Source: an optimization exercise on an open RTL-to-GDS flow (aim: small area and a short achievable clock period). Production flows keep margins and buffers that such runs may drop.
The RTL was checked by simulation tests, not by an equivalence proof against the original design.

`design/flow/flow/run.sh`:
```
#!/bin/bash
# Own layout flow: the standard flow (standard.sh) with these changes to
# how the layout is made:
#  - synthesis is ORFS's, run through synth_recipe.tcl as standard (so
#    -nofsm -noshare, flattening and renaming as standard), with two
#    changes to the mapping of the combinational logic: ABC uses
#    flow/abc_area.script (area-oriented amap) instead of ORFS's
#    abc_area.script, and adders keep Yosys's default carry network
#    (SYNTH_OPERATIONS_ARGS set, so no Kogge-Stone -extra-map). Registers
#    are mapped before either step, as in the standard synthesis, so they
#    keep their names, count and cell types;
#  - the port buffers are buf_4 cells instead of the resizer's default pick;
#  - timing repair (floorplan, CTS, global route) works to a setup slack
#    margin, so that it speeds up the slowest paths although the 100 ns
#    clock is met anyway. The SDC (clock period, I/O delays) is the standard flow's.
# Each tool's full output goes to a log file in this folder.
set -euo pipefail
HERE=$(pwd)
rm -rf "$HERE/scripts_abc"
cp -r "$FLOW_HOME/scripts" "$HERE/scripts_abc"
cp "$HERE/flow/abc_area.script" "$HERE/scripts_abc/abc_area.script"
SCRIPTS_DIR="$HERE/scripts_abc" SYNTH_OPERATIONS_ARGS="-nofsm" bash standard.sh synth > synth.log 2>&1
export BUFFER_PORTS_ARGS="-buffer_cell sky130_fd_sc_hd__buf_4"
export SETUP_SLACK_MARGIN=78.4
bash standard.sh > layout.log 2>&1
```
`design/flow/flow/abc_area.script`:
```
&get -n
&st
&syn3
&dch -f
&put
amap
strash
dch -f
amap
topo
stime -c
buffer -c
upsize -c
dnsize -c
```
`design/flow/standard.sh`:
```
#!/bin/bash
# synth_recipe.tcl (not shown) runs the flow's synth.tcl, then flattens the netlist and writes it again
# the make line also repeats each setting of config.mk as NAME=value (left out here)
make -C /OpenROAD-flow-scripts/flow DESIGN_CONFIG=/design/flow/config.mk WORK_HOME=/design/flow/orfs CLKGATE_MAP_FILE= SYNTH_SCRIPT=/design/flow/synth_recipe.tcl "${@:-finish}"
```
`design/flow/config.mk`:
```
export PLATFORM = sky130hd
export DESIGN_NAME = FFT_R4_16p
export DESIGN_NICKNAME = FFT_R4_16p
export VERILOG_FILES = /design/flow/design.v
export SDC_FILE = /design/flow/constraint.sdc
export NUM_CORES = 8
export LEC_CHECK = 0
export ABC_AREA = 1
export CAP_MARGIN = 50
export CORE_MARGIN = 2
export CORE_UTILIZATION = 40
export PLACE_DENSITY = 0.45
export SLEW_MARGIN = 50
```
`design/flow/constraint.sdc`:
```
create_clock -name core_clock -period 100.0 [get_ports {clk}]
set_input_delay 20.0000 -clock core_clock [delete_from_list [all_inputs] [get_ports {clk}]]
set_output_delay 20.0000 -clock core_clock [all_outputs]
set_load 0.01 [all_outputs]
```
`design/flow/design.v`:
```
module fadd_a (
    input  wire [31:0] a,
    input  wire [31:0] b,
    input  wire        sub,
    output wire [33:0] m
);
  wire        sa  = a[31];
  wire        sb  = b[31] ^ sub;
  wire        gt  = a[30:0] > b[30:0];
  wire [30:0] big = gt ? a[30:0] : b[30:0];
  wire [22:0] smm = gt ? b[22:0] : a[22:0];
  wire [7:0]  dab = a[30:23] - b[30:23];
  wire [7:0]  dba = b[30:23] - a[30:23];
  wire [7:0]  d   = gt ? dab : dba;
  wire [23:0] al  = (|d[7:5]) ? 24'd0 : ({1'b1, smm} >> d[4:0]);
  wire        es  = sa ^ sb;
  wire [24:0] s   = {2'b01, big[22:0]} + ({1'b0, al} ^ {25{es}}) + {24'd0, es};
  assign m = {sa ^ (~gt & es), big[30:23], s};
endmodule
module fadd_b (
    input  wire [33:0] m,
    output wire [31:0] r
);
  wire [24:0] s   = m[24:0];
  wire        z16 = ~|s[24:9];
  wire [24:0] n1  = z16 ? {s[8:0], 16'd0} : s;
  wire        z8  = ~|n1[24:17];
  wire [24:0] n2  = z8 ? {n1[16:0], 8'd0} : n1;
  wire        z4  = ~|n2[24:21];
  wire [24:0] n3  = z4 ? {n2[20:0], 4'd0} : n2;
  wire        z2  = ~|n3[24:23];
  wire [24:0] n4  = z2 ? {n3[22:0], 2'd0} : n3;
  wire        z1  = ~n4[24];
  wire [24:0] n5  = z1 ? {n4[23:0], 1'd0} : n4;
  wire [9:0]  ee  = {2'b00, m[32:25]} + 10'd1 - {5'd0, z16, z8, z4, z2, z1};
  wire [30:0] mag = ee[9] ? 31'd0 : {ee[7:0], n5[23:1]};
  assign r = (~|s) ? 32'd0 : {m[33], mag};
endmodule
module fadd (
    input  wire [31:0] a,
    input  wire [31:0] b,
    input  wire        sub,
    output wire [31:0] r
);
  wire [33:0] m;
  fadd_a u_a(.a(a), .b(b), .sub(sub), .m(m));
  fadd_b u_b(.m(m), .r(r));
endmodule
module fmul (
    input  wire [31:0] a,
    input  wire [31:0] b,
    output wire [31:0] r
);
  wire [13:0] ma = {1'b1, a[22:10]};
  wire [13:0] mb = {1'b1, b[22:10]};
  wire [27:0] p;
  wire [13:0] sum [0:13];
  wire [13:0] car [0:13];
  genvar i, j;
  generate
    for (j = 0; j < 14; j = j + 1) begin : r0
      assign sum[0][j] = ma[j] & mb[0];
      assign car[0][j] = 1'b0;
    end
    for (i = 1; i < 14; i = i + 1) begin : rows
      for (j = 0; j < 14; j = j + 1) begin : cols
        wire x = ma[j] & mb[i];
        wire y = (j == 13) ? 1'b0 : sum[i-1][j+1];
        wire z = car[i-1][j];
        assign sum[i][j] = x ^ y ^ z;
        assign car[i][j] = (x & y) | (x & z) | (y & z);
      end
    end
    for (i = 0; i < 14; i = i + 1) begin : lo
      assign p[i] = sum[i][0];
    end
  endgenerate
  wire [14:0] c;
  assign c[0] = 1'b0;
  generate
    for (j = 0; j < 13; j = j + 1) begin : fin
      wire y = sum[13][j+1];
      wire z = car[13][j];
      assign p[14+j] = y ^ z ^ c[j];
      assign c[j+1] = (y & z) | (y & c[j]) | (z & c[j]);
    end
  endgenerate
  assign p[27] = car[13][13] ^ c[13];
  wire [8:0]  es = {1'b0, a[30:23]} + {1'b0, b[30:23]};
  wire [7:0]  e  = p[27] ? (es[7:0] - 8'd126) : (es[7:0] - 8'd127);
  assign r = {a[31] ^ b[31], e, p[27] ? p[26:4] : p[25:3]};
endmodule
module FFT_R4_16p (
    input wire clk, reset,
    input wire in_valid,
    input wire signed [31:0] in_data_real,
    input wire signed [31:0] in_data_im,
    output wire out_valid,
    output wire signed [31:0] bf2_output_0_real, bf2_output_1_real, bf2_output_2_real, bf2_output_3_real,
    output wire signed [31:0] bf2_output_0_im, bf2_output_1_im, bf2_output_2_im, bf2_output_3_im
);
  reg  [3:0]  cnt;                  
  reg  [63:0] t0d, t1d, t2d, t3d;   
  reg  [3:0]  t0n, t1n, t2n;        
  reg         t0v, t1v, t2v;
  reg  [1:0]  hc;                   
  reg  [3:0]  sel;                  
  reg  [1:0]  sn1;                  
  wire [1:0] hn = hc + 2'd1;
  wire ns0 = in_valid & (cnt[1:0] == hn);
  wire ns1 = t0v & (t0n[1:0] == hn);
  wire ns2 = t1v & (t1n[1:0] == hn);
  wire ns3 = t2v & (t2n[1:0] == hn);
  always @(posedge clk or posedge reset) begin
    if (reset) begin
      cnt <= 4'd0;
      t0v <= 1'b0; t1v <= 1'b0; t2v <= 1'b0;
      hc  <= 2'd0;
      sel <= 4'd0;
    end else begin
      if (in_valid) cnt <= cnt + 4'd1;
      t0v <= in_valid;
      t1v <= t0v; t2v <= t1v;
      hc  <= hn;
      sel <= {ns3, ns2, ns1, ns0};
    end
  end
  always @(posedge clk) begin
    t0d <= {in_data_real, in_data_im};
    t0n <= cnt;
    t1d <= t0d; t1n <= t0n;
    t2d <= t1d; t2n <= t1n;
    t3d <= t2d;
    sn1 <= ns0 ? cnt[3:2] : ns1 ? t0n[3:2] : ns2 ? t1n[3:2] : t2n[3:2];
  end
  wire        sv = |sel;
  wire [63:0] sx = ({64{sel[0]}} & t0d) | ({64{sel[1]}} & t1d) |
                   ({64{sel[2]}} & t2d) | ({64{sel[3]}} & t3d);
  reg [67:0] m0_0, m0_1, m0_2, m0_3;
  reg [63:0] r1_0, r1_1, r1_2, r1_3;
  reg [63:0] r2_0, r2_1, r2_2, r2_3;
  reg [63:0] r3_0, r3_1, r3_2, r3_3;    
  reg [63:0] y2_0, y2_1, y2_2, y2_3;    
  reg [63:0] y3_0, y3_1, y3_2, y3_3;    
  wire [31:0] xr = sx[63:32], xi = sx[31:0];
  wire first = (sn1 == 2'd1);
  wire [63:0] a0 = r3_0;
  wire [63:0] a1 = first ? r3_0 : r3_1;
  wire [63:0] a2 = first ? r3_0 : r3_2;
  wire [63:0] a3 = first ? r3_0 : r3_3;
  wire [33:0] u0r, u0i, u1r, u1i, u2r, u2i, u3r, u3i;
  fadd_a f1_0r(.a(a0[63:32]), .b(xr), .sub(1'b0), .m(u0r));
  fadd_a f1_0i(.a(a0[31:0]),  .b(xi), .sub(1'b0), .m(u0i));
  fadd_a f1_1r(.a(a1[63:32]), .b(sn1[0] ? xi : xr), .sub(sn1 != 2'd1), .m(u1r));
  fadd_a f1_1i(.a(a1[31:0]),  .b(sn1[0] ? xr : xi), .sub(sn1 != 2'd3), .m(u1i));
  fadd_a f1_2r(.a(a2[63:32]), .b(xr), .sub(sn1[0]), .m(u2r));
  fadd_a f1_2i(.a(a2[31:0]),  .b(xi), .sub(sn1[0]), .m(u2i));
  fadd_a f1_3r(.a(a3[63:32]), .b(sn1[0] ? xi : xr), .sub(sn1 != 2'd3), .m(u3r));
  fadd_a f1_3i(.a(a3[31:0]),  .b(sn1[0] ? xr : xi), .sub(sn1 != 2'd1), .m(u3i));
  wire upd  = sv & (sn1 != 2'd0);
  wire init = sv & (sn1 == 2'd0);
  wire last = sv & (sn1 == 2'd3);
  reg  last_d;
  wire [63:0] p0 = init ? sx : r3_0;
  wire [31:0] w0r, w0i, w1r, w1i, w2r, w2i, w3r, w3i;
  fadd_b g0r(.m(m0_0[67:34]), .r(w0r));
  fadd_b g0i(.m(m0_0[33:0]),  .r(w0i));
  fadd_b g1r(.m(m0_1[67:34]), .r(w1r));
  fadd_b g1i(.m(m0_1[33:0]),  .r(w1i));
  fadd_b g2r(.m(m0_2[67:34]), .r(w2r));
  fadd_b g2i(.m(m0_2[33:0]),  .r(w2i));
  fadd_b g3r(.m(m0_3[67:34]), .r(w3r));
  fadd_b g3i(.m(m0_3[33:0]),  .r(w3i));
  always @(posedge clk) begin
    m0_0 <= upd ? {u0r, u0i} : {p0[63:55], 2'b01, p0[54:32], p0[31:23], 2'b01, p0[22:0]};
    m0_1 <= upd ? {u1r, u1i} : {r3_1[63:55], 2'b01, r3_1[54:32], r3_1[31:23], 2'b01, r3_1[22:0]};
    m0_2 <= upd ? {u2r, u2i} : {r3_2[63:55], 2'b01, r3_2[54:32], r3_2[31:23], 2'b01, r3_2[22:0]};
    m0_3 <= upd ? {u3r, u3i} : {r3_3[63:55], 2'b01, r3_3[54:32], r3_3[31:23], 2'b01, r3_3[22:0]};
    r1_0 <= {w0r, w0i}; r1_1 <= {w1r, w1i}; r1_2 <= {w2r, w2i}; r1_3 <= {w3r, w3i};
    r2_0 <= r1_0; r2_1 <= r1_1; r2_2 <= r1_2; r2_3 <= r1_3;
    r3_0 <= r2_0; r3_1 <= r2_1; r3_2 <= r2_2; r3_3 <= r2_3;
    last_d <= last;
    y2_0 <= y2_3; y3_0 <= y3_3;
    y2_1 <= last_d ? {w2r, w2i} : y2_0;
    y3_1 <= last_d ? {w3r, w3i} : y3_0;
    y2_2 <= y2_1; y3_2 <= y3_1;
    y2_3 <= y2_2; y3_3 <= y3_2;
  end
  reg        dact;        
  reg [3:0]  dc;          
  wire done = last & (hc == 2'd3);    
  always @(posedge clk or posedge reset) begin
    if (reset) begin
      dact <= 1'b0;
      dc   <= 4'd0;
    end else begin
      if (done) begin
        dact <= 1'b1;
        dc   <= 4'd0;
      end else if (dact) begin
        dc <= dc + 4'd1;
        if (dc == 4'd15) dact <= 1'b0;
      end
    end
  end
  reg [63:0] yv;
  always @(*) begin
    case (dc[3:2])
      2'd0: yv = r3_0;
      2'd1: yv = r3_1;
      2'd2: yv = y2_3;
      default: yv = y3_3;
    endcase
  end
  reg [31:0] c_lmm, c_lpm;
  always @(*) begin
    case (dc)
      4'd5:  begin c_lmm = 32'h3fa73eab; c_lpm = 32'h3f0a8c16; end  
      4'd6,
      4'd9:  begin c_lmm = 32'h3fb50481; c_lpm = 32'h00000000; end  
      4'd7,
      4'd13: begin c_lmm = 32'h3fa73eab; c_lpm = 32'hbf0a8c16; end  
      4'd10: begin c_lmm = 32'h3f800000; c_lpm = 32'hbf800000; end  
      4'd11,
      4'd14: begin c_lmm = 32'h00000000; c_lpm = 32'hbfb50481; end  
      4'd15: begin c_lmm = 32'hbfa73eab; c_lpm = 32'hbf0a8c16; end  
      default: begin c_lmm = 32'h3f800000; c_lpm = 32'h3f800000; end  
    endcase
  end
  wire [31:0] w_diff, w_m1, w_m2;
  fadd tw_d (.a(yv[63:32]), .b(yv[31:0]), .sub(1'b1), .r(w_diff));    
  fmul tw_m1(.a(c_lmm), .b(yv[31:0]),  .r(w_m1));                     
  fmul tw_m2(.a(c_lpm), .b(yv[63:32]), .r(w_m2));                     
  reg [31:0] p_diff, p_m1, p_m2;
  reg [3:0]  p_dc;
  reg        p_v;
  reg [1:0]  p_q;
  always @(posedge clk or posedge reset) begin
    if (reset) p_v <= 1'b0;
    else       p_v <= dact;
  end
  always @(posedge clk) begin
    p_diff <= w_diff; p_m1 <= w_m1; p_m2 <= w_m2; p_dc <= dc; p_q <= dc[1:0];
  end
  wire [31:0] w_m3, w_zr, w_zi;
  reg [31:0] p_l;
  always @(*) begin
    case (p_dc)
      4'd5, 4'd15:  p_l = {p_dc[3], 31'h3f6c84b6};    
      4'd6, 4'd9:   p_l = 32'h3f350481;               
      4'd7, 4'd13:  p_l = 32'h3ec3f141;               
      4'd10:        p_l = 32'h00000000;               
      4'd11, 4'd14: p_l = 32'hbf350481;               
      default:      p_l = 32'h3f800000;               
    endcase
  end
  fmul tw_m3(.a(p_l), .b(p_diff), .r(w_m3));                           
  reg [31:0] q_m1, q_m2, q_m3;
  reg        q_v;
  reg [1:0]  q_q;
  always @(posedge clk or posedge reset) begin
    if (reset) q_v <= 1'b0;
    else       q_v <= p_v;
  end
  always @(posedge clk) begin
    q_m1 <= p_m1; q_m2 <= p_m2; q_m3 <= w_m3; q_q <= p_q;
  end
  fadd tw_r (.a(q_m1), .b(q_m3), .sub(1'b0), .r(w_zr));
  fadd tw_i (.a(q_m2), .b(q_m3), .sub(1'b1), .r(w_zi));
  reg [31:0] zr, zi;
  reg        z_v;
  reg [1:0]  z_q;
  always @(posedge clk or posedge reset) begin
    if (reset) z_v <= 1'b0;
    else       z_v <= q_v;
  end
  always @(posedge clk) begin
    zr <= w_zr; zi <= w_zi; z_q <= q_q;
  end
  reg [63:0] o0, o1, o2, o3;
  reg        ov;
  wire [31:0] v0r, v0i, v1r, v1i, v2r, v2i, v3r, v3i;
  fadd f2_0r(.a(o0[63:32]), .b(zr), .sub(1'b0), .r(v0r));
  fadd f2_0i(.a(o0[31:0]),  .b(zi), .sub(1'b0), .r(v0i));
  fadd f2_1r(.a(o1[63:32]), .b(z_q[0] ? zi : zr), .sub(z_q != 2'd1), .r(v1r));
  fadd f2_1i(.a(o1[31:0]),  .b(z_q[0] ? zr : zi), .sub(z_q != 2'd3), .r(v1i));
  fadd f2_2r(.a(o2[63:32]), .b(zr), .sub(z_q[0]), .r(v2r));
  fadd f2_2i(.a(o2[31:0]),  .b(zi), .sub(z_q[0]), .r(v2i));
  fadd f2_3r(.a(o3[63:32]), .b(z_q[0] ? zi : zr), .sub(z_q != 2'd3), .r(v3r));
  fadd f2_3i(.a(o3[31:0]),  .b(z_q[0] ? zr : zi), .sub(z_q != 2'd1), .r(v3i));
  wire sini = (z_q == 2'd0);
  always @(posedge clk) begin
    o0 <= sini ? {zr, zi} : {v0r, v0i};
    o1 <= sini ? {zr, zi} : {v1r, v1i};
    o2 <= sini ? {zr, zi} : {v2r, v2i};
    o3 <= sini ? {zr, zi} : {v3r, v3i};
  end
  always @(posedge clk or posedge reset) begin
    if (reset) ov <= 1'b0;
    else       ov <= z_v & (z_q == 2'd3);
  end
  assign out_valid = ov;
  assign bf2_output_0_real = o0[63:32];
  assign bf2_output_0_im   = o0[31:0];
  assign bf2_output_1_real = o1[63:32];
  assign bf2_output_1_im   = o1[31:0];
  assign bf2_output_2_real = o2[63:32];
  assign bf2_output_2_im   = o2[31:0];
  assign bf2_output_3_real = o3[63:32];
  assign bf2_output_3_im   = o3[31:0];
endmodule
```
==> run_results.csv, run 1 <==
group,metric,value,unit
placed_design,portBuffers,323,
setup_path,end_kind,"output port",
synthesis,synth-seq-cells,2355,
timing,fin_crit_sh,21.6,%
global_routing,overflow,0,
setup_path,critPathBufInv,1,
setup_path,slowest_delay,0.50,ns
placed_design,place.gp.congestion,0.992,
die,core_area,403000,um2
die,die_y,640,um
clock_tree,cts_made_buffers,273,
die,die_w,640,um
synthesis,synthFlopType,"dfxtp_1",
placed_design,dp_hpwl,570000,um
routing,drc,0,
routing,viasPerCell,5.93,
synthesis,netlist.area_leader.share,28.9,%
finish,fill_cells,40371,
timing,slew_violations,0,
die,num_io_pins,324,
setup_path,crit_type,"flop to output port",
setup_path,cp_top_family,"flip-flops",
timing,hold_viol,0,
timing,fin_worst_skew,0.0900,ns
synthesis,synth-edff-count,0,
routing,routed_wl,702000,um
clock_tree,htree_num_levels,5,
clock_tree,cts_setup_buffers,0,
setup_path,crit_path_end,"bf2_output_3_real[10]",
routing,dr.pass1.iters,10,
routing,num_vias,150896,
setup_path,cp_cell_sequence,"buf_4",
routing,wl_per_cell,27.6,um
setup_path,reg2reg_depth,86,
synthesis,syn_avg_cell_area,8.15,um2
global_routing,grt_first_pass_wirelength,1000000,um
timing,setup_violations,0,
status,outcome,"complete, no violations",
setup_path,r2r_start,"z_q[0]",
clock_tree,cts_sinks,2355,
global_routing,grt_usage,33.1,%
setup_path,cp.required,80.00,ns
timing,tightest_slew,0.794,ns
clock_tree,clk_pin_slew,0.06,ns
min_path,min_path_type,"flop to flop",
synthesis,synthArstFlopShare,0.934,%
setup_path,startpoint,"o3[42]",
routing,ant_nets,0,
synthesis,synth_area,162000,um2
synthesis,synth_area_leaders,"dfxtp_1, o22ai_1, ha_1, fa_1, nor2_1",
die,rows,233,
clock_tree,cts_tree,"yes",
timing,max_clock_freq,46.4,MHz
finish,finalNetCount,22138,
clock_tree,cts_root_buffer,"clkbuf_16",
setup_path,r2r_end,"o3[51]",
synthesis,seq_area_frac_synth,29.2,%
finish,syn_to_final_growth,12.2,%
setup_path,critPathArrivalTime,1.57,ns
routing,drtIter0Drc,14436,
synthesis,syn-num-nets,22138,
finish,layout-drive-gt1-share,9.97,%
setup_path,critical-path-slowest-cell,"dfxtp_1",
setup_path,critical_path.max_fanout,4,
global_routing,grt_pass1_vias,142434,
global_routing,grt_start_max_net_pins,148,
synthesis,yosys_warnings,2,
synthesis,synth_cell_types,118,
timing,fin_crit,21.57,ns
setup_path,cp-start-kind,"flop",
synthesis,yosys.cell_count.top_type,"o22ai_1",
global_routing,antenna_found_initial,34,
synthesis,synthCells,19829,
min_path,min_path_cells,0,
timing,max_slew_margin,46.5,%
synthesis,synth_area_leader_cell,"dfxtp_1",
die,start_util,40.1,%
die,die-area,409000,um2
clock_tree,clock_path_buffers,4,
flow_run,maxCapViolCount,0,
setup_path,cp.depth,1,
timing,rsz0062_at_grt,"false",
setup_path,reg2reg_setup_slack,80.55,ns
synthesis,synth_common_cells,"o22ai_1, dfxtp_1, nor2_1",
clock_tree,clkLatencyLatePin,0.97,ns
timing,tns,0,ns
cell type report:
type / instances / area, um2 / area share [%]
Multi-Input combinational cell: 14140 / 103000 / 56.8
Sequential cell: 2355 / 47300 / 26.1
Inverter: 2228 / 8430 / 4.65
Clock buffer: 358 / 7680 / 4.23
Tap cell: 5405 / 6760 / 3.73
Timing Repair Buffer: 831 / 6400 / 3.53
Clock inverter: 123 / 1730 / 0.955
Antenna cell: 14 / 35.0 / 0.0193
timing repair:
| action | 4_1_cts | 5_1_grt |
|---|---|---|
| gates resized for setup | 35 | 0 |
| endpoints found under the hold margin | 0 | 0 |
| endpoints found under the setup margin | 35 | 0 |
| hold buffers | 0 | 0 |
how the worst min path moves through the flow:
| stage | from | endpoint | slack (ns) |
|---|---|---|---|
| floorplan | p_m1[0] | q_m1[0] | 0.31 |
| global placement | y3_1[4] | y3_2[4] | 0.31 |
| detailed placement | r2_0[17] | r3_0[17] | 0.31 |
| CTS | r1_1[32] | r2_1[32] | 0.29 |
| global route | r2_2[49] | r3_2[49] | 0.31 |
| finish | r1_1[32] | r2_1[32] | 0.28 |
worst register-to-register path, delay by kind of cell, from the launching register on:
family	cells	cell delay, ns
adders and majority gates	5	1.72
and+or+nand+nor	36	6.87
buffers and inverters	12	3.78
AOI/OAI and AO/OA	33	6.62
DFF	1	0.33
through the flow:
stage | util (%) | worst slack, ns | cells | hold slack [ns] | cell area (um2)
floorplan | - | 79.37 | 19829 | 0.310 | 162000
global placement | 42.4 | 79.08 | 24914 | 0.309 | 171000
detailed placement | 42.6 | 79.04 | 24939 | 0.312 | 172000
CTS | 45.0 | 78.38 | 25420 | 0.287 | 181000
global route | 45.1 | 78.41 | 25444 | 0.306 | 181000
finish | 45.1 | 78.43 | 25454 | 0.282 | 181000
routing by layer:
metal,share of wire [%],vias to the layer above,track usage [%]
met5,0.024,-,0
met4,7.1,24,19.9
met3,6.2,1314,4.20
met2,45,5699,52.8
met1,42,71714,42.8
li1,-,72145,-
registers in the layout, indices dropped and copies added, names as in the netlist, 68 cells and up:
name	count
m0_1	68
m0_3	68
m0_2	68
m0_0	68
layout by cell type (no fill, tap or decap), types with 42 or more instances in the layout:
cell       instances
o22ai_1         2878
dfxtp_1         2294
nor2_1          2139
inv_1           2072
ha_1            1413
a21oi_1         1296
nand2_1         1129
o21ai_0         1129
fa_1             816
buf_4            782
o22a_1           391
clkbuf_16        278
o21bai_1         187
a221oi_1         170
nand3_1          169
nand4_1          161
or2_2            160
a22oi_1          153
a22o_1           138
o221ai_1         122
o21ai_1          116
nor3_1           107
nor2b_1          106
a211oi_1         104
inv_2             87
o32ai_1           86
o21a_1            81
or3_1             73
o22ai_2           66
a31oi_1           63
a31o_2            56
clkinv_1          52
nor4_1            49
a21o_1            45
clkinv_2          42
a21oi_2           42
o32a_1            42
clkbuf_8          42
kinds of logic after synthesis:
family | synth area share, %
buf+inv | 7.95
compound gates | 29.7
other cells | 0.00232
simple gates | 11.9
fa+ha+maj | 21.2
xor+xnor | 0.0433
flops | 29.2
==> run 2, diff against run 1 <==
--- a/design/flow/config.mk
+++ b/design/flow/config.mk
@@ -6,8 +6,10 @@
 export NUM_CORES = 8
 export LEC_CHECK = 0
 export ABC_AREA = 1
-export CAP_MARGIN = 50
+export CAP_MARGIN = 20
 export CORE_MARGIN = 2
 export CORE_UTILIZATION = 40
+export CTS_CLUSTER_DIAMETER = 60
+export CTS_CLUSTER_SIZE = 30
 export PLACE_DENSITY = 0.45
-export SLEW_MARGIN = 50
+export SLEW_MARGIN = 20
==> run 2 against run 1 <==
Compared with the run above:
- still clean on timing, DRC and antenna
- non-clock buffer count down 36
- sequential share of layout area up 0.30 points
- critical path depth stayed put
- critical endpoint is now bf2_output_1_real[22]
==> run_results.csv, run 2 <==
group,metric,value,unit
timing,max_clock_freq,46.3,MHz
synthesis,syn_avg_cell_area,8.15,um2
global_routing,grt_pass1_vias,141938,
synthesis,synth_top_family_by_area,"compound AO/OA/AOI/OAI gates",
clock_tree,htree_num_levels,4,
timing,setup_violations,0,
synthesis,synth_area,162000,um2
timing,hold_viol,0,
synthesis,synth_compound_area_share,29.7,%
timing,slew_violations,0,
setup_path,reg2reg_setup_slack,79.99,ns
die,rows,233,
clock_tree,clk_pin_slew,0.09,ns
placed_design,dpl.cell_count,24916,
routing,num_vias,150902,
finish,most-common-layout-cells,"o22ai_1, dfxtp_1, nor2_1",
finish,finalNetCount,22055,
timing,tns,0,ns
timing,max_slew_margin,12.4,%
setup_path,cp_top_family,"flip-flops",
synthesis,synthSimpleGateAreaFrac,11.9,%
global_routing,antenna_found_initial,27,
timing,holdWs,0.268,ns
die,die_y,640,um
synthesis,synth_cell_types,118,
synthesis,yosys_warnings,2,
setup_path,slowest_delay,0.42,ns
setup_path,cp_cell_sequence,"buf_4",
global_routing,grt_usage,33.0,%
clock_tree,cts_tree,"yes",
synthesis,netlist.area_leader.share,28.9,%
routing,dr.pass1.iters,7,
synthesis,synthFlopType,"dfxtp_1",
global_routing,overflow,0,
placed_design,portBuffers,323,
timing,fin_crit,21.60,ns
die,core_area,403000,um2
routing,drc,0,
synthesis,seq_area_frac_synth,29.2,%
setup_path,crit_type,"flop to output port",
finish,syn_to_final_growth,11.1,%
setup_path,end_kind,"output port",
timing,fin_crit_sh,21.6,%
setup_path,r2r_start,"z_q[0]",
min_path,hold_start,"r1_2[32]",
synthesis,synth-edff-count,0,
clock_tree,clock_path_buffers,4,
flow_run,maxCapViolCount,0,
synthesis,synth-seq-cells,2355,
global_routing,grt_start_max_net_pins,148,
clock_tree,cts_sinks,2355,
die,die-area,409000,um2
timing,rsz0062_at_grt,"false",
setup_path,critPathBufInv,1,
synthesis,synth_common_cells,"o22ai_1, dfxtp_1, nor2_1",
min_path,min_path_cells,0,
setup_path,reg2reg_depth,80,
synthesis,synth_xor_xnor_area_share,0.0433,%
routing,ant_nets,0,
synthesis,synth_mux_area_share,0,%
timing,tightest_slew,1.31,ns
finish,stdcell_area,180000,um2
finish,final_common_cell,"o22ai_1",
clock_tree,clkLatencyLatePin,1.00,ns
die,num_io_pins,324,
synthesis,synth_area_leaders,"dfxtp_1, o22ai_1, ha_1, fa_1, nor2_1",
synthesis,syn-num-nets,22138,
setup_path,cp-start-kind,"flop",
synthesis,yosys.cell_count.top_type,"o22ai_1",
setup_path,critical_path.max_fanout,4,
synthesis,synth_area_leader_cell,"dfxtp_1",
status,outcome,"complete, no violations",
clock_tree,cts_made_buffers,225,
min_path,min_path_type,"flop to flop",
setup_path,r2r_end,"o3[12]",
synthesis,synthArstFlopShare,0.934,%
routing,viasPerCell,5.95,
die,start_util,40.1,%
placed_design,postPlaceCellArea,171000,um2
timing,fin_worst_skew,0.130,ns
min_path,hold_path_end,"r2_2[32]",
routing,routed_wl,700000,um
routing,wl_per_cell,27.6,um
global_routing,grt_first_pass_wirelength,1000000,um
finish,layout-drive-gt1-share,9.18,%
die,die_w,640,um
synthesis,synthCells,19829,
placed_design,dp_hpwl,569000,um
routing,drtIter0Drc,15286,
setup_path,critical-path-slowest-cell,"dfxtp_2",
setup_path,cp.required,80.00,ns
placed_design,place.gp.congestion,0.992,
clock_tree,cts_root_buffer,"clkbuf_16",
setup_path,critPathArrivalTime,1.60,ns
finish,final_cell_count_no_fill,25361,
synthesis,synth_fa_ha_area_share,21.2,%
-- run 2: how the worst max path moves through the flow --
stage,startpoint,to,slack (ns),depth (start not counted)
global route,o3[10],bf2_output_3_im[10],78.40,1
detailed placement,in_valid,sn1[1],79.06,4
floorplan,in_valid,sn1[0],79.37,3
finish,o1[54],bf2_output_1_real[22],78.40,1
CTS,o1[54],bf2_output_1_real[22],78.36,1
global placement,in_valid,sn1[0],79.08,4
-- run 2: through the flow --
stage	util, %	setup slack (ns)
floorplan	-	79.37
global placement	42.4	79.08
detailed placement	42.4	79.06
CTS	44.6	78.36
global route	44.6	78.40
finish	44.6	78.40
-- run 2: layout make-up --
type                    instances  area (um2)
clock buffers                 241        5800
fillers                     40723      223000
flip-flops and latches       2355       47400
multi-input cells           14140      102000
diodes                         17        42.5
inverters                    2228        8420
well taps                    5405        6760
repair buffers                795        6010
repair inverters                1        5.00
clock inverters               179        2860
-- run 2: logic make-up (layout without fill, tap and decap cells) --
group,Yosys count,count (layout)
other,1,18
DFF,2355,2355
xor gates and xnor gates,8,8
adders and majority gates,2242,2242
and+or+nand+nor,4388,4388
buffers and inverters,3334,3444
AOI/OAI and AO/OA,7501,7501
-- run 2: per-layer routing --
layer	GRT usage, %	vias up	wire (um)
met5	0	-	61
met2	52.7	5715	313000
met3	3.83	1308	42300
li1	-	71980	-
met1	42.8	71891	295000
met4	19.8	8	49500
-- run 2: timing repair --
| action | 4_1_cts | 5_1_grt |
|---|---|---|
| setup endpoints to repair | 81 | 29 |
| buffers inserted | 0 | 5 |
| pin swaps | 0 | 1 |
| hold buffers | 0 | 0 |
| gates resized for setup | 89 | 6 |
| cloned | 0 | 1 |
==> run 3, diff against run 2 <==
--- a/design/flow/flow/run.sh
+++ b/design/flow/flow/run.sh
@@ -21,5 +21,5 @@
 cp "$HERE/flow/abc_area.script" "$HERE/scripts_abc/abc_area.script"
 SCRIPTS_DIR="$HERE/scripts_abc" SYNTH_OPERATIONS_ARGS="-nofsm" bash standard.sh synth > synth.log 2>&1
 export BUFFER_PORTS_ARGS="-buffer_cell sky130_fd_sc_hd__buf_4"
-export SETUP_SLACK_MARGIN=78.4
+export SETUP_SLACK_MARGIN=78.65
 bash standard.sh > layout.log 2>&1
==> run 3 against run 2 <==
Compared with the run above:
- via count is 0.57% higher
- sequential share of layout area down 0.23 points
- non-clock buffer count rose by 254
- critical path type unchanged
==> run_results.csv, run 3 <==
group,metric,value,unit
synthesis,synthFlopType,"dfxtp_1",
setup_path,critPathArrivalTime,1.50,ns
global_routing,grt_first_pass_wirelength,1010000,um
min_path,hold_start,"r1_2[32]",
global_routing,top_usage_layer,"met2",
routing,ant_nets,0,
timing,tns,0,ns
clock_tree,htree_num_levels,4,
setup_path,cp.required,80.00,ns
timing,max_slew_margin,14.2,%
die,start_util,40.1,%
synthesis,synthCells,19829,
min_path,min_path_cells,0,
die,die-area,409000,um2
synthesis,synth_cell_types,118,
setup_path,slowest_delay,0.38,ns
finish,layout-drive-gt1-share,11.2,%
placed_design,dp_hpwl,569000,um
clock_tree,cts_made_buffers,225,
clock_tree,clock_path_buffers,4,
setup_path,critical_path.max_fanout,2,
die,die_y,640,um
clock_tree,clkLatencyLatePin,0.99,ns
finish,syn_to_final_growth,13.2,%
timing,setup_violations,0,
flow_run,maxCapViolCount,0,
routing,wl_per_cell,27.4,um
synthesis,syn-num-nets,22138,
synthesis,seq_area_frac_synth,29.2,%
clock_tree,cts_sinks,2355,
synthesis,synth_area_leaders,"dfxtp_1, o22ai_1, ha_1, fa_1, nor2_1",
timing,hold_viol,0,
global_routing,grt_pass1_vias,143285,
routing,routed_wl,702000,um
finish,utilization,45.4,%
finish,most-common-layout-cells,"o22ai_1, nor2_1, inv_1",
synthesis,yosys.cell_count.top_type,"o22ai_1",
finish,finalNetCount,22309,
timing,rsz0062_at_grt,"true",
global_routing,met2_usage,52.9,%
setup_path,r2r_start,"z_q[0]",
global_routing,antenna_found_initial,30,
setup_path,cp_cell_sequence,"buf_6",
timing,fin_crit,21.50,ns
status,outcome,"complete, no violations",
setup_path,crit_type,"flop to output port",
min_path,min_path_type,"flop to flop",
setup_path,reg2reg_setup_slack,80.14,ns
setup_path,critical-path-slowest-cell,"dfxtp_4",
setup_path,end_kind,"output port",
synthesis,synth_area,162000,um2
timing,fin_worst_skew,0.127,ns
synthesis,netlist.area_leader.share,28.9,%
synthesis,synth_common_cells,"o22ai_1, dfxtp_1, nor2_1",
global_routing,grtUsageMet3,4.02,%
setup_path,critPathBufInv,1,
synthesis,synth-seq-cells,2355,
die,die_w,640,um
placed_design,place.gp.congestion,0.992,
routing,num_vias,151769,
die,num_io_pins,324,
timing,setup_slack,78.50,ns
routing,dr.pass1.iters,7,
routing,drc,0,
synthesis,synthArstFlopShare,0.934,%
placed_design,pre_cts_ws,79.06,ns
placed_design,portBuffers,323,
timing,slew_violations,0,
synthesis,synth-edff-count,0,
global_routing,grt_start_max_net_pins,148,
setup_path,cp-start-kind,"flop",
timing,tightest_slew,1.29,ns
die,core_area,403000,um2
global_routing,use_met1,42.8,%
synthesis,yosys_warnings,2,
synthesis,syn_avg_cell_area,8.15,um2
global_routing,overflow,0,
setup_path,cp_top_family,"flip-flops",
global_routing,grt_usage,33.1,%
clock_tree,clk_pin_slew,0.09,ns
clock_tree,cts_root_buffer,"clkbuf_16",
clock_tree,cts_tree,"yes",
timing,max_clock_freq,46.5,MHz
min_path,hold_path_end,"r2_2[32]",
die,rows,233,
routing,drtIter0Drc,14776,
routing,viasPerCell,5.93,
synthesis,synth_area_leader_cell,"dfxtp_1",
timing,fin_crit_sh,21.5,%
setup_path,reg2reg_depth,86,
finish,final_common_cell,"o22ai_1",
setup_path,r2r_end,"o3[51]",
-- run 3: cell families after synthesis --
| group | synth area share [%] |
|---|---|
| xor+xnor | 0.0433 |
| fa+ha+maj | 21.2 |
| flops | 29.2 |
| other cells | 0.00232 |
| buf+inv | 7.95 |
| simple gates | 11.9 |
| compound gates | 29.7 |
-- run 3: layout make-up --
class                           count  area, um2
Inverter                         2228       8420
Antenna cell                       14       35.0
Clock buffer                      241       5800
Sequential cell                  2355      47800
Clock inverter                    179       2860
Fill cell                       40520     220000
Multi-Input combinational cell  14140     102000
Tap cell                         5405       6760
Timing Repair inverter              1       5.00
Timing Repair Buffer             1049       8870
-- run 3: metal layers --
metal | up-vias | part of all wire [%]
li1 | 72517 | -
met1 | 71990 | 42
met2 | 5881 | 45
met3 | 1359 | 6.1
met4 | 22 | 7.1
met5 | - | 0.024
-- run 3: how the worst max path moves through the flow --
stage | startpoint | to | slack, ns | cells after the start
2_1_floorplan | in_valid | sn1[0] | 79.37 | 3
3_3_place_gp | in_valid | sn1[0] | 79.08 | 4
3_5_place_dp | in_valid | sn1[1] | 79.06 | 4
4_1_cts | ov | out_valid | 78.44 | 1
5_1_grt | z_q[0] | o3[51] | 78.45 | 86
6_report | o1[54] | bf2_output_1_real[22] | 78.50 | 1
-- run 3: per-stage QoR --
step	cell area (um2)	std cells	hold WS [ns]
final	183000	25612	0.267
after global routing	183000	25601	0.262
after CTS	183000	25578	0.259
after detailed placement	171000	24916	0.312
after global placement	171000	24914	0.309
after floorplan	162000	19829	0.310
-- run 3: what timing repair did --
action	4_1_cts	5_1_grt
pin swaps	0	1
endpoints found under the setup margin	257	323
hold buffers	0	0
hold endpoints to repair	0	0
buffers inserted	242	17
gates resized for setup	610	9
cloned	0	1
-- run 3: worst register-to-register path: cells and delay by family, from the launching register on --
family                   cells  cell delay [ns]
adder cells (fa/ha/maj)      5             1.70
AND/OR/NAND/NOR             36             6.75
AO/OA/AOI/OAI               33             6.80
buffers and inverters       12             4.09
flip-flops                   1             0.32
==> run 4, diff against run 3 <==
--- a/design/flow/design.v
+++ b/design/flow/design.v
@@ -6,12 +6,11 @@
 );
   wire        sa  = a[31];
   wire        sb  = b[31] ^ sub;
-  wire        gt  = a[30:0] > b[30:0];
+  wire        gt  = (a[30:23] > b[30:23]) | ((a[30:23] == b[30:23]) & (a[22:0] > b[22:0]));
   wire [30:0] big = gt ? a[30:0] : b[30:0];
   wire [22:0] smm = gt ? b[22:0] : a[22:0];
-  wire [7:0]  dab = a[30:23] - b[30:23];
-  wire [7:0]  dba = b[30:23] - a[30:23];
-  wire [7:0]  d   = gt ? dab : dba;
+  wire [7:0]  se  = gt ? b[30:23] : a[30:23];
+  wire [7:0]  d   = big[30:23] - se;
   wire [23:0] al  = (|d[7:5]) ? 24'd0 : ({1'b1, smm} >> d[4:0]);
   wire        es  = sa ^ sb;
   wire [24:0] s   = {2'b01, big[22:0]} + ({1'b0, al} ^ {25{es}}) + {24'd0, es};
--- a/design/flow/flow/run.sh
+++ b/design/flow/flow/run.sh
@@ -21,5 +21,5 @@
 cp "$HERE/flow/abc_area.script" "$HERE/scripts_abc/abc_area.script"
 SCRIPTS_DIR="$HERE/scripts_abc" SYNTH_OPERATIONS_ARGS="-nofsm" bash standard.sh synth > synth.log 2>&1
 export BUFFER_PORTS_ARGS="-buffer_cell sky130_fd_sc_hd__buf_4"
-export SETUP_SLACK_MARGIN=78.65
+export SETUP_SLACK_MARGIN=78.4
 bash standard.sh > layout.log 2>&1
--- a/design/flow/config.mk
+++ b/design/flow/config.mk
@@ -8,8 +8,9 @@
 export ABC_AREA = 1
 export CAP_MARGIN = 20
 export CORE_MARGIN = 2
-export CORE_UTILIZATION = 40
+export CORE_UTILIZATION = 55
 export CTS_CLUSTER_DIAMETER = 60
 export CTS_CLUSTER_SIZE = 30
-export PLACE_DENSITY = 0.45
+export GPL_TIMING_DRIVEN = 0
+export PLACE_DENSITY = 0.6
 export SLEW_MARGIN = 20
==> run 4 against run 3 <==
Compared with the run above:
- the layout now fails its checks (max-capacitance violations)
- global-route usage is 13 points higher
- non-clock buffer count is 538 higher
- setup slack worse by 0.15 ns
- via count is 7.1% higher
- area after synthesis is 2.8% lower
- sequential share of layout area is 1.2 points higher
- clock-buffer cell count is 79 lower
- flip-flop and latch count stayed put
- critical path depth stayed put
- critical endpoint is now bf2_output_3_im[25]
- largest cell class unchanged
==> run_results.csv, run 4 <==
group,metric,value,unit
routing,ant_nets,0,
setup_path,critPathArrivalTime,1.64,ns
routing,routed_wl,706000,um
setup_path,end_kind,"output port",
timing,max_clock_freq,46.2,MHz
timing,rsz0062_at_grt,"true",
synthesis,synth-edff-count,0,
die,num_io_pins,324,
timing,tns,0,ns
synthesis,syn-num-nets,21630,
finish,layout-drive-gt1-share,7.37,%
routing,drc,0,
clock_tree,cts_made_buffers,156,
synthesis,synth_common_cells,"o22ai_1, dfxtp_1, inv_1",
setup_path,cp_top_family,"flip-flops",
synthesis,synthFlopType,"dfxtp_1",
placed_design,portBuffers,323,
setup_path,cp.required,80.00,ns
clock_tree,cts_root_buffer,"clkbuf_16",
finish,most-common-layout-cells,"o22ai_1, dfxtp_1, inv_1",
die,start_util,55.2,%
setup_path,critPathBufInv,1,
setup_path,critical_path.max_fanout,3,
finish,final_common_cell,"o22ai_1",
synthesis,synth_area_leader_cell,"dfxtp_1",
setup_path,critical-path-slowest-cell,"dfxtp_1",
routing,num_vias,162501,
placed_design,postPlaceCellArea,167000,um2
synthesis,yosys.cell_count.top_type,"o22ai_1",
synthesis,synthCells,19541,
clock_tree,cts_tree,"yes",
finish,utilization,60.7,%
status,failed_checks,"max-capacitance violations",
status,outcome,"finished with violations",
routing,dr.pass1.iters,13,
routing,viasPerCell,6.75,
min_path,min_path_type,"flop to flop",
setup_path,cp-start-kind,"flop",
global_routing,grt_pass1_vias,149662,
timing,fin_crit_sh,21.6,%
synthesis,seq_area_frac_synth,30.1,%
timing,fin_worst_skew,0.0882,ns
clock_tree,cts_setup_buffers,0,
timing,max_slew_margin,-6.37,%
die,die_y,539,um
clock_tree,clock_path_buffers,4,
synthesis,synth_area,157000,um2
clock_tree,clkLatencyLatePin,0.96,ns
placed_design,place.gp.congestion,1.13,
synthesis,synth-seq-cells,2355,
synthesis,synth_cell_types,104,
setup_path,crit_type,"flop to output port",
finish,stdcell_area,173000,um2
placed_design,dp_hpwl,572000,um
clock_tree,hold_buffers,0,
global_routing,grt_usage,46.5,%
setup_path,r2r_start,"dc[2]",
placed_design,dpl.cell_count,23750,
die,die-area,290000,um2
setup_path,slowest_delay,0.55,ns
timing,slew_violations,2,
clock_tree,htree_num_levels,4,
finish,syn_to_final_growth,10.0,%
global_routing,antenna_found_initial,47,
routing,wl_per_cell,29.4,um
global_routing,grt_first_pass_wirelength,1000000,um
timing,fin_crit,21.64,ns
global_routing,grt_start_max_net_pins,31,
die,rows,196,
finish,finalNetCount,22238,
clock_tree,cts_sinks,2355,
die,die_w,539,um
timing,hold_viol,0,
synthesis,syn_avg_cell_area,8.04,um2
finish,final_cell_count_no_fill,24062,
global_routing,overflow,0,
synthesis,synth_area_leaders,"dfxtp_1, o22ai_1, ha_1, fa_1, inv_1",
synthesis,netlist.area_leader.share,29.7,%
die,core_area,285000,um2
timing,tightest_slew,1.60,ns
min_path,hold_start,"r1_2[27]",
setup_path,cp_cell_sequence,"buf_4",
clock_tree,clk_pin_slew,0.10,ns
synthesis,synthArstFlopShare,0.934,%
timing,setup_violations,0,
setup_path,startpoint,"o3[25]",
routing,drtIter0Drc,23078,
flow_run,maxCapViolCount,1,
synthesis,yosys_warnings,2,
run 4: changes by cell type after synthesis, sizes merged, moves of 30 or more:
cell    previous run  this run
nand2           1139      1226
clkbuf           888       918
nand4            168       137
fa               818       666
a21oi           1346      1278
ha              1424      1356
o32ai             91       164
or3               74        32
o21bai           187       125
a211oi           110       159
o21ai           1263      1293
nor2            2182      2091
o22ai           2949      2869
or2              231       185
run 4: layout make-up:
class / instances / area [um2]
antenna: 38 / 95.1
buffer: 1137 / 4530
clock buffer: 162 / 3960
clock inverter: 109 / 1900
fill: 25633 / 112000
inverter: 2218 / 8330
multi-input combinational: 13831 / 98200
sequential: 2355 / 47400
tap: 3762 / 4710
timing repair buffer: 450 / 3770
run 4: kinds of logic after synthesis:
family,share of synthesized area (%)
other,0.00239
adders and majority gates,19.3
xor gates and xnor gates,0.0724
buffers and inverters,8.11
AOI/OAI and AO/OA,30.6
DFF,30.1
and+or+nand+nor,11.9
run 4: repair_timing:
item / CTS / global route
pin swaps: 0 / 0
endpoints found under the setup margin: 89 / 112
gates resized for setup: 75 / 92
run 4: routing by layer:
metal | GRT usage (%) | up-vias | part of all wire (%)
met5 | 0 | - | 0.028
met4 | 41.5 | 24 | 11
met2 | 69.7 | 11118 | 42
met3 | 13.4 | 3303 | 12
li1 | - | 72551 | -
met1 | 54.0 | 75505 | 35
run 4: through the flow:
stage	worst slack, ns	hold WS, ns
final	78.36	0.281
after global routing	78.33	0.287
after CTS	78.40	0.286
after detailed placement	77.09	0.312
after global placement	76.91	0.309
after floorplan	79.29	0.310
run 4: worst paths after layout:
check	end	cells past startpoint	slack, ns
setup / recovery	bf2_output_3_im[25]	1	78.36
hold / removal	r2_2[27]	0	0.28
setup reg to reg	p_diff[18]	88	79.29
hold reg to reg	r2_2[27]	0	0.28
max in group asynchronous	dc[1]	3	80.55
min in group asynchronous	sel[3]	2	18.96
==> run 5, diff against run 4 <==
--- a/design/flow/config.mk
+++ b/design/flow/config.mk
@@ -6,11 +6,11 @@
 export NUM_CORES = 8
 export LEC_CHECK = 0
 export ABC_AREA = 1
-export CAP_MARGIN = 20
+export CAP_MARGIN = 30
 export CORE_MARGIN = 2
-export CORE_UTILIZATION = 55
+export CORE_UTILIZATION = 50
 export CTS_CLUSTER_DIAMETER = 60
 export CTS_CLUSTER_SIZE = 30
 export GPL_TIMING_DRIVEN = 0
-export PLACE_DENSITY = 0.6
+export PLACE_DENSITY = 0.55
 export SLEW_MARGIN = 20
==> run 5 against run 4 <==
Compared with the run above:
- utilization fell by 4.8 points
- sequential share of layout area shrank 0.24 points
- fmax down 0.29%
- via count down 0.77%
- hold slack improved by 0.020 ns
- first-iteration DRC count shrank 2.8%
- the run now finishes clean
- non-clock buffer count increased by 58
- cell area increased by 1.1%
- register-to-register slack improved by 0.35 ns
- critical endpoint is now out_valid
==> run_results.csv, run 5 <==
group,metric,value,unit
die,die_y,565,um
synthesis,synth_fa_ha_area_share,19.3,%
finish,final_common_cell,"o22ai_1",
setup_path,cp.required,80.00,ns
timing,tns,0,ns
timing,setup_violations,0,
synthesis,netlist.area_leader.share,29.7,%
status,outcome,"complete, no violations",
clock_tree,cts_made_buffers,170,
synthesis,yosys.cell_count.top_type,"o22ai_1",
routing,viasPerCell,6.57,
global_routing,grt_first_pass_wirelength,1020000,um
synthesis,synth_area_leader_cell,"dfxtp_1",
placed_design,dpl.cell_count,24165,
synthesis,synth_top_family_by_area,"compound AO/OA/AOI/OAI gates",
placed_design,pre_cts_ws,77.90,ns
timing,rsz0062_at_grt,"true",
timing,hold_viol,0,
routing,wl_per_cell,29.4,um
global_routing,overflow,0,
clock_tree,cts_root_buffer,"clkbuf_16",
setup_path,cp.depth,1,
die,rows,205,
clock_tree,cts_tree,"yes",
clock_tree,clk_pin_slew,0.11,ns
die,num_io_pins,324,
setup_path,critical_path.max_fanout,1,
synthesis,synth_area,157000,um2
synthesis,synthCells,19541,
setup_path,cp_top_family,"flip-flops",
timing,max_clock_freq,46.1,MHz
synthesis,synth_compound_area_share,30.6,%
setup_path,slowest_delay,0.62,ns
placed_design,place.gp.congestion,1.14,
finish,multi_input_area,98200,um2
setup_path,crit_path_end,"out_valid",
placed_design,postPlaceCellArea,167000,um2
global_routing,grt_usage,43.5,%
clock_tree,cts_setup_buffers,0,
clock_tree,clkLatencyLatePin,0.97,ns
global_routing,antenna_found_initial,53,
synthesis,yosys_warnings,2,
synthesis,syn-num-nets,21630,
die,core_area,312000,um2
timing,slew_violations,0,
routing,drc,0,
synthesis,synth_common_cells,"o22ai_1, dfxtp_1, inv_1",
clock_tree,htree_num_levels,4,
setup_path,critPathBufInv,1,
synthesis,synthSimpleGateAreaFrac,11.9,%
global_routing,grt_pass1_vias,148287,
placed_design,dp_hpwl,588000,um
setup_path,cp_cell_sequence,"buf_6",
finish,finalNetCount,22310,
flow_run,maxCapViolCount,0,
setup_path,cp-start-kind,"flop",
finish,fill_cells,29462,
timing,setup_slack,78.29,ns
routing,routed_wl,721000,um
synthesis,synthFlopType,"dfxtp_1",
min_path,min_path_type,"flop to flop",
setup_path,reg2reg_setup_slack,79.64,ns
synthesis,synth_cell_types,104,
routing,num_vias,161254,
synthesis,synthArstFlopShare,0.934,%
clock_tree,hold_buffers,0,
clock_tree,clock_path_buffers,4,
timing,tightest_slew,1.29,ns
routing,dr.pass1.iters,8,
finish,utilization,55.9,%
min_path,hold_start,"y3_2[31]",
routing,ant_nets,0,
setup_path,r2r_end,"p_diff[22]",
setup_path,critPathArrivalTime,1.71,ns
setup_path,end_kind,"output port",
timing,max_slew_margin,13.8,%
finish,most-common-layout-cells,"o22ai_1, dfxtp_1, inv_1",
setup_path,reg2reg_depth,87,
die,start_util,50.3,%
timing,fin_crit_sh,21.7,%
clock_tree,cts_sinks,2355,
finish,stdcell_area,175000,um2
die,die_w,565,um
synthesis,synth_mux_area_share,0,%
setup_path,crit_type,"flop to output port",
finish,syn_to_final_growth,11.2,%
synthesis,synth_xor_xnor_area_share,0.0724,%
timing,fin_worst_skew,0.118,ns
setup_path,critical-path-slowest-cell,"dfrtp_4",
routing,drtIter0Drc,22433,
synthesis,synth_area_leaders,"dfxtp_1, o22ai_1, ha_1, fa_1, inv_1",
finish,layout-drive-gt1-share,7.84,%
global_routing,grt_start_max_net_pins,31,
synthesis,synth-edff-count,0,
placed_design,portBuffers,323,
finish,seqCellArea,47500,um2
synthesis,synth-seq-cells,2355,
timing,fin_crit,21.71,ns
setup_path,startpoint,"ov",
synthesis,syn_avg_cell_area,8.04,um2
synthesis,seq_area_frac_synth,30.1,%
die,die-area,319000,um2
finish,final_cell_count_no_fill,24535,
setup_path,r2r_start,"dc[2]",
==> run 5: cell counts after synthesis <==
No cell type changed its count.
==> run 5: worst min path at each step <==
stage / to / slack [ns] / cells past startpoint
after floorplan: q_m1[0] / 0.31 / 0
after global placement: r3_3[47] / 0.31 / 0
after detailed placement: r2_2[40] / 0.31 / 0
after CTS: y3_3[31] / 0.30 / 0
after global routing: y2_3[24] / 0.31 / 0
final: y3_3[31] / 0.30 / 0
==> run 5: worst register-to-register path, delay by kind of cell (launching register included) <==
family | cells | cell delay, ns
buf+inv | 20 | 5.83
simple gates | 30 | 5.53
compound gates | 30 | 6.00
flops | 1 | 0.55
fa+ha+maj | 7 | 2.24
==> run 5: kinds of logic after synthesis <==
logic type                 Yosys count
adders and majority gates         2022
other                                1
and+or+nand+nor                   4302
DFF                               2355
AOI/OAI and AO/OA                 7493
buffers and inverters             3355
xor gates and xnor gates            13
==> run 5: repair_timing <==
action / CTS / global route
gates resized for setup: 133 / 69
pin swaps: 0 / 0
setup endpoints to repair: 138 / 103
==> run 5: per-stage QoR <==
| stage | hold WS, ns |
|---|---|
| finish | 0.300 |
| global route | 0.306 |
| CTS | 0.305 |
| detailed placement | 0.312 |
| global placement | 0.310 |
| floorplan | 0.310 |
==> run 5: final cells by class <==
type / instances / area share (%)
diodes: 42 / 0.0602
plain buffers: 1137 / 2.59
clock buffers: 181 / 2.50
clock inverters: 123 / 1.32
inverters: 2218 / 4.77
multi-input cells: 13831 / 56.2
flip-flops and latches: 2355 / 27.2
well taps: 4140 / 2.96
repair buffers: 508 / 2.46
==> run 5: routing by layer <==
layer	vias up	part of all wire [%]	wire length (um)	track usage, %
li1	72744	-	-	-
met1	75463	37	265000	51.6
met5	-	0.024	175	0.0149
met3	2887	11	78000	11.5
met2	10132	42	303000	66.1
met4	28	10	74700	36.0
==> run 6, diff against run 5 <==
==> design/flow/config.mk (replaced) <==
export PLATFORM = sky130hd
export DESIGN_NAME = FFT_R4_16p
export DESIGN_NICKNAME = FFT_R4_16p
export VERILOG_FILES = /design/flow/design.v
export SDC_FILE = /design/flow/constraint.sdc
export NUM_CORES = 8
export LEC_CHECK = 0
export ABC_AREA = 1
export CAP_MARGIN = 20
export CORE_MARGIN = 2
export CORE_UTILIZATION = 40
export CTS_CLUSTER_DIAMETER = 60
export CTS_CLUSTER_SIZE = 30
export PLACE_DENSITY = 0.45
export SLEW_MARGIN = 20
==> run 6 against run 5 <==
Compared with the run above:
- still clean on timing, DRC and antenna
- hold slack worse by 0.034 ns
- clock skew is 0.030 ns higher
- critical endpoint is now bf2_output_1_real[24]
- largest cell class unchanged
- highest routed layer unchanged
==> run_results.csv, run 6 <==
group,metric,value,unit
global_routing,antenna_found_initial,35,
timing,max_slew_margin,19.5,%
die,die_y,631,um
clock_tree,cts_root_buffer,"clkbuf_16",
clock_tree,htree_num_levels,4,
global_routing,grt_first_pass_wirelength,996000,um
finish,stdcell_area,175000,um2
routing,routed_wl,698000,um
timing,hold_viol,0,
synthesis,seq_area_frac_synth,30.1,%
timing,tightest_slew,1.21,ns
routing,dr.pass1.iters,9,
timing,rsz0062_at_grt,"false",
clock_tree,clk_pin_slew,0.09,ns
synthesis,synth_common_cells,"o22ai_1, dfxtp_1, inv_1",
synthesis,netlist.area_leader.share,29.7,%
synthesis,synth_area_leaders,"dfxtp_1, o22ai_1, ha_1, fa_1, inv_1",
global_routing,met2_usage,53.3,%
timing,slew_violations,0,
timing,setup_violations,0,
placed_design,postPlaceCellArea,166000,um2
synthesis,syn-num-nets,21630,
timing,max_clock_freq,46.4,MHz
finish,syn_to_final_growth,11.3,%
die,rows,230,
synthesis,synth_area,157000,um2
synthesis,synth_area_leader_cell,"dfxtp_1",
setup_path,cp_cell_sequence,"buf_4",
die,die_w,631,um
min_path,min_path_type,"flop to flop",
synthesis,synth_cell_types,104,
die,die-area,398000,um2
placed_design,pre_cts_ws,79.04,ns
die,core_area,392000,um2
synthesis,synthCells,19541,
global_routing,grt_pass1_vias,140083,
routing,ant_nets,0,
placed_design,dpl.cell_count,24386,
finish,finalNetCount,21488,
timing,fin_worst_skew,0.148,ns
flow_run,maxCapViolCount,0,
synthesis,synth-seq-cells,2355,
synthesis,yosys_warnings,2,
finish,final_cell_count_no_fill,24835,
setup_path,reg2reg_setup_slack,79.91,ns
global_routing,use_met1,44.6,%
timing,fin_crit_sh,21.6,%
setup_path,crit_type,"flop to output port",
clock_tree,clock_path_buffers,4,
routing,drc,0,
placed_design,dp_hpwl,561000,um
setup_path,slowest_delay,0.46,ns
setup_path,end_kind,"output port",
synthesis,synth-edff-count,0,
setup_path,cp.required,80.00,ns
setup_path,critPathArrivalTime,1.56,ns
die,start_util,40.1,%
setup_path,cp-start-kind,"flop",
clock_tree,clkLatencyLatePin,1.04,ns
clock_tree,cts_made_buffers,230,
finish,most-common-layout-cells,"o22ai_1, dfxtp_1, inv_1",
global_routing,grt_start_max_net_pins,160,
global_routing,top_usage_layer,"met2",
setup_path,critical_path.max_fanout,4,
timing,setup_slack,78.44,ns
global_routing,grt_usage,33.8,%
finish,final_common_cell,"o22ai_1",
global_routing,overflow,0,
status,outcome,"complete, no violations",
clock_tree,cts_sinks,2355,
setup_path,critical-path-slowest-cell,"dfxtp_1",
timing,tns,0,ns
placed_design,portBuffers,323,
synthesis,yosys.cell_count.top_type,"o22ai_1",
routing,num_vias,149903,
clock_tree,cts_tree,"yes",
global_routing,grtUsageMet3,4.34,%
die,num_io_pins,324,
timing,fin_crit,21.56,ns
synthesis,synthArstFlopShare,0.934,%
routing,drtIter0Drc,15410,
finish,layout-drive-gt1-share,8.80,%
setup_path,cp_top_family,"flip-flops",
setup_path,critPathBufInv,1,
placed_design,place.gp.congestion,1.02,
routing,wl_per_cell,28.1,um
synthesis,synthFlopType,"dfxtp_1",
synthesis,syn_avg_cell_area,8.04,um2
routing,viasPerCell,6.04,
clock_tree,cts_setup_buffers,0,
==> run 6: cells by family (layout without fill, tap and decap cells) <==
logic type / count (synthesis) / in the layout / share of synthesized area (%)
buf+inv: 3355 / 3415 / 8.11
simple gates: 4302 / 4302 / 11.9
compound gates: 7493 / 7493 / 30.6
xor+xnor: 13 / 13 / 0.0724
flops: 2355 / 2355 / 30.1
fa+ha+maj: 2022 / 2022 / 19.3
other cells: 1 / 15 / 0.00239
==> run 6: metal layers <==
| layer | up-vias | share of wire (%) | wire, um |
|---|---|---|---|
| met5 | - | 0.030 | 208 |
| met4 | 20 | 6.6 | 46200 |
| met3 | 1321 | 6.5 | 45100 |
| met2 | 5990 | 44 | 307000 |
| met1 | 71444 | 43 | 299000 |
| li1 | 71128 | - | - |
==> run 6: path summary, 6_finish.rpt <==
path	endpoint	from	cells after the start
min in group asynchronous	t1v	reset	2
hold reg to reg	y2_2[6]	y2_1[6]	0
hold / removal	y2_2[6]	y2_1[6]	0
setup / recovery	bf2_output_1_real[24]	o1[56]	1
setup reg to reg	o0[48]	zr[6]	78
max in group asynchronous	dc[3]	reset	2
==> run 6: final cells by class <==
| type | instances | area, um2 |
|---|---|---|
| timing repair inverter | 1 | 7.51 |
| sequential | 2355 | 47400 |
| antenna | 14 | 35.0 |
| clock buffer | 243 | 5900 |
| tap | 5220 | 6530 |
| multi-input combinational | 13831 | 97800 |
| clock inverter | 191 | 3200 |
| fill | 39894 | 217000 |
| inverter | 2218 | 8350 |
| timing repair buffer | 762 | 5770 |
==> run 6: repair_timing <==
action,CTS,global route
hold buffers,0,0
endpoints found under the hold margin,0,0
cloned,0,1
gates resized for setup,56,13
endpoints found under the setup margin,50,47
==> run 6: per-stage QoR <==
step | hold WS (ns) | utilization (%)
final | 0.266 | 44.6
after detailed placement | 0.312 | 42.2
after global routing | 0.276 | 44.6
after CTS | 0.266 | 44.6
after floorplan | 0.310 | -
after global placement | 0.310 | 42.2

==> static timing again, ports no longer ideal <==
Ports are ideal in the flow. The routed layouts listed here were re-timed in OpenROAD.
Step 1 (the two cells are an assumption about what drives the block):
set clk [get_ports {clk}]
set_driving_cell -lib_cell sky130_fd_sc_hd__clkbuf_16 $clk
set_driving_cell -lib_cell sky130_fd_sc_hd__buf_2 [delete_from_list [all_inputs] $clk]
Step 2 also shifts input and output timing later by t, the mid clock arrival at the registers, as if the neighbouring blocks saw the same clock.
Slacks: ideal / step 1 / step 2; pairs: ideal / step 1.
run | shift t [ns] | setup WS [ns] | worst hold slack (ns) | worst setup path at the end | cell pins on the clock port's net
run 1 | 1.037 | 78.426 / 78.311 / 79.086 | 0.282 / 0.282 / 0.282 | input to register | 1
run 2 | 1.060 | 78.401 / 78.282 / 79.086 | 0.268 / 0.268 / 0.268 | input to register | 1
run 3 | 1.059 | 78.504 / 78.384 / 79.094 | 0.267 / 0.267 / 0.267 | input to register | 1
run 4 | 1.036 | 78.356 / 78.236 / 79.003 | 0.281 / 0.281 / 0.281 | input to register | 1
run 5 | 1.020 | 78.293 / 78.182 / 79.095 | 0.300 / 0.300 / 0.300 | input to register | 1
run 6 | 1.083 | 78.442 / 78.328 / 79.100 | 0.266 / 0.266 / 0.266 | input to register | 1
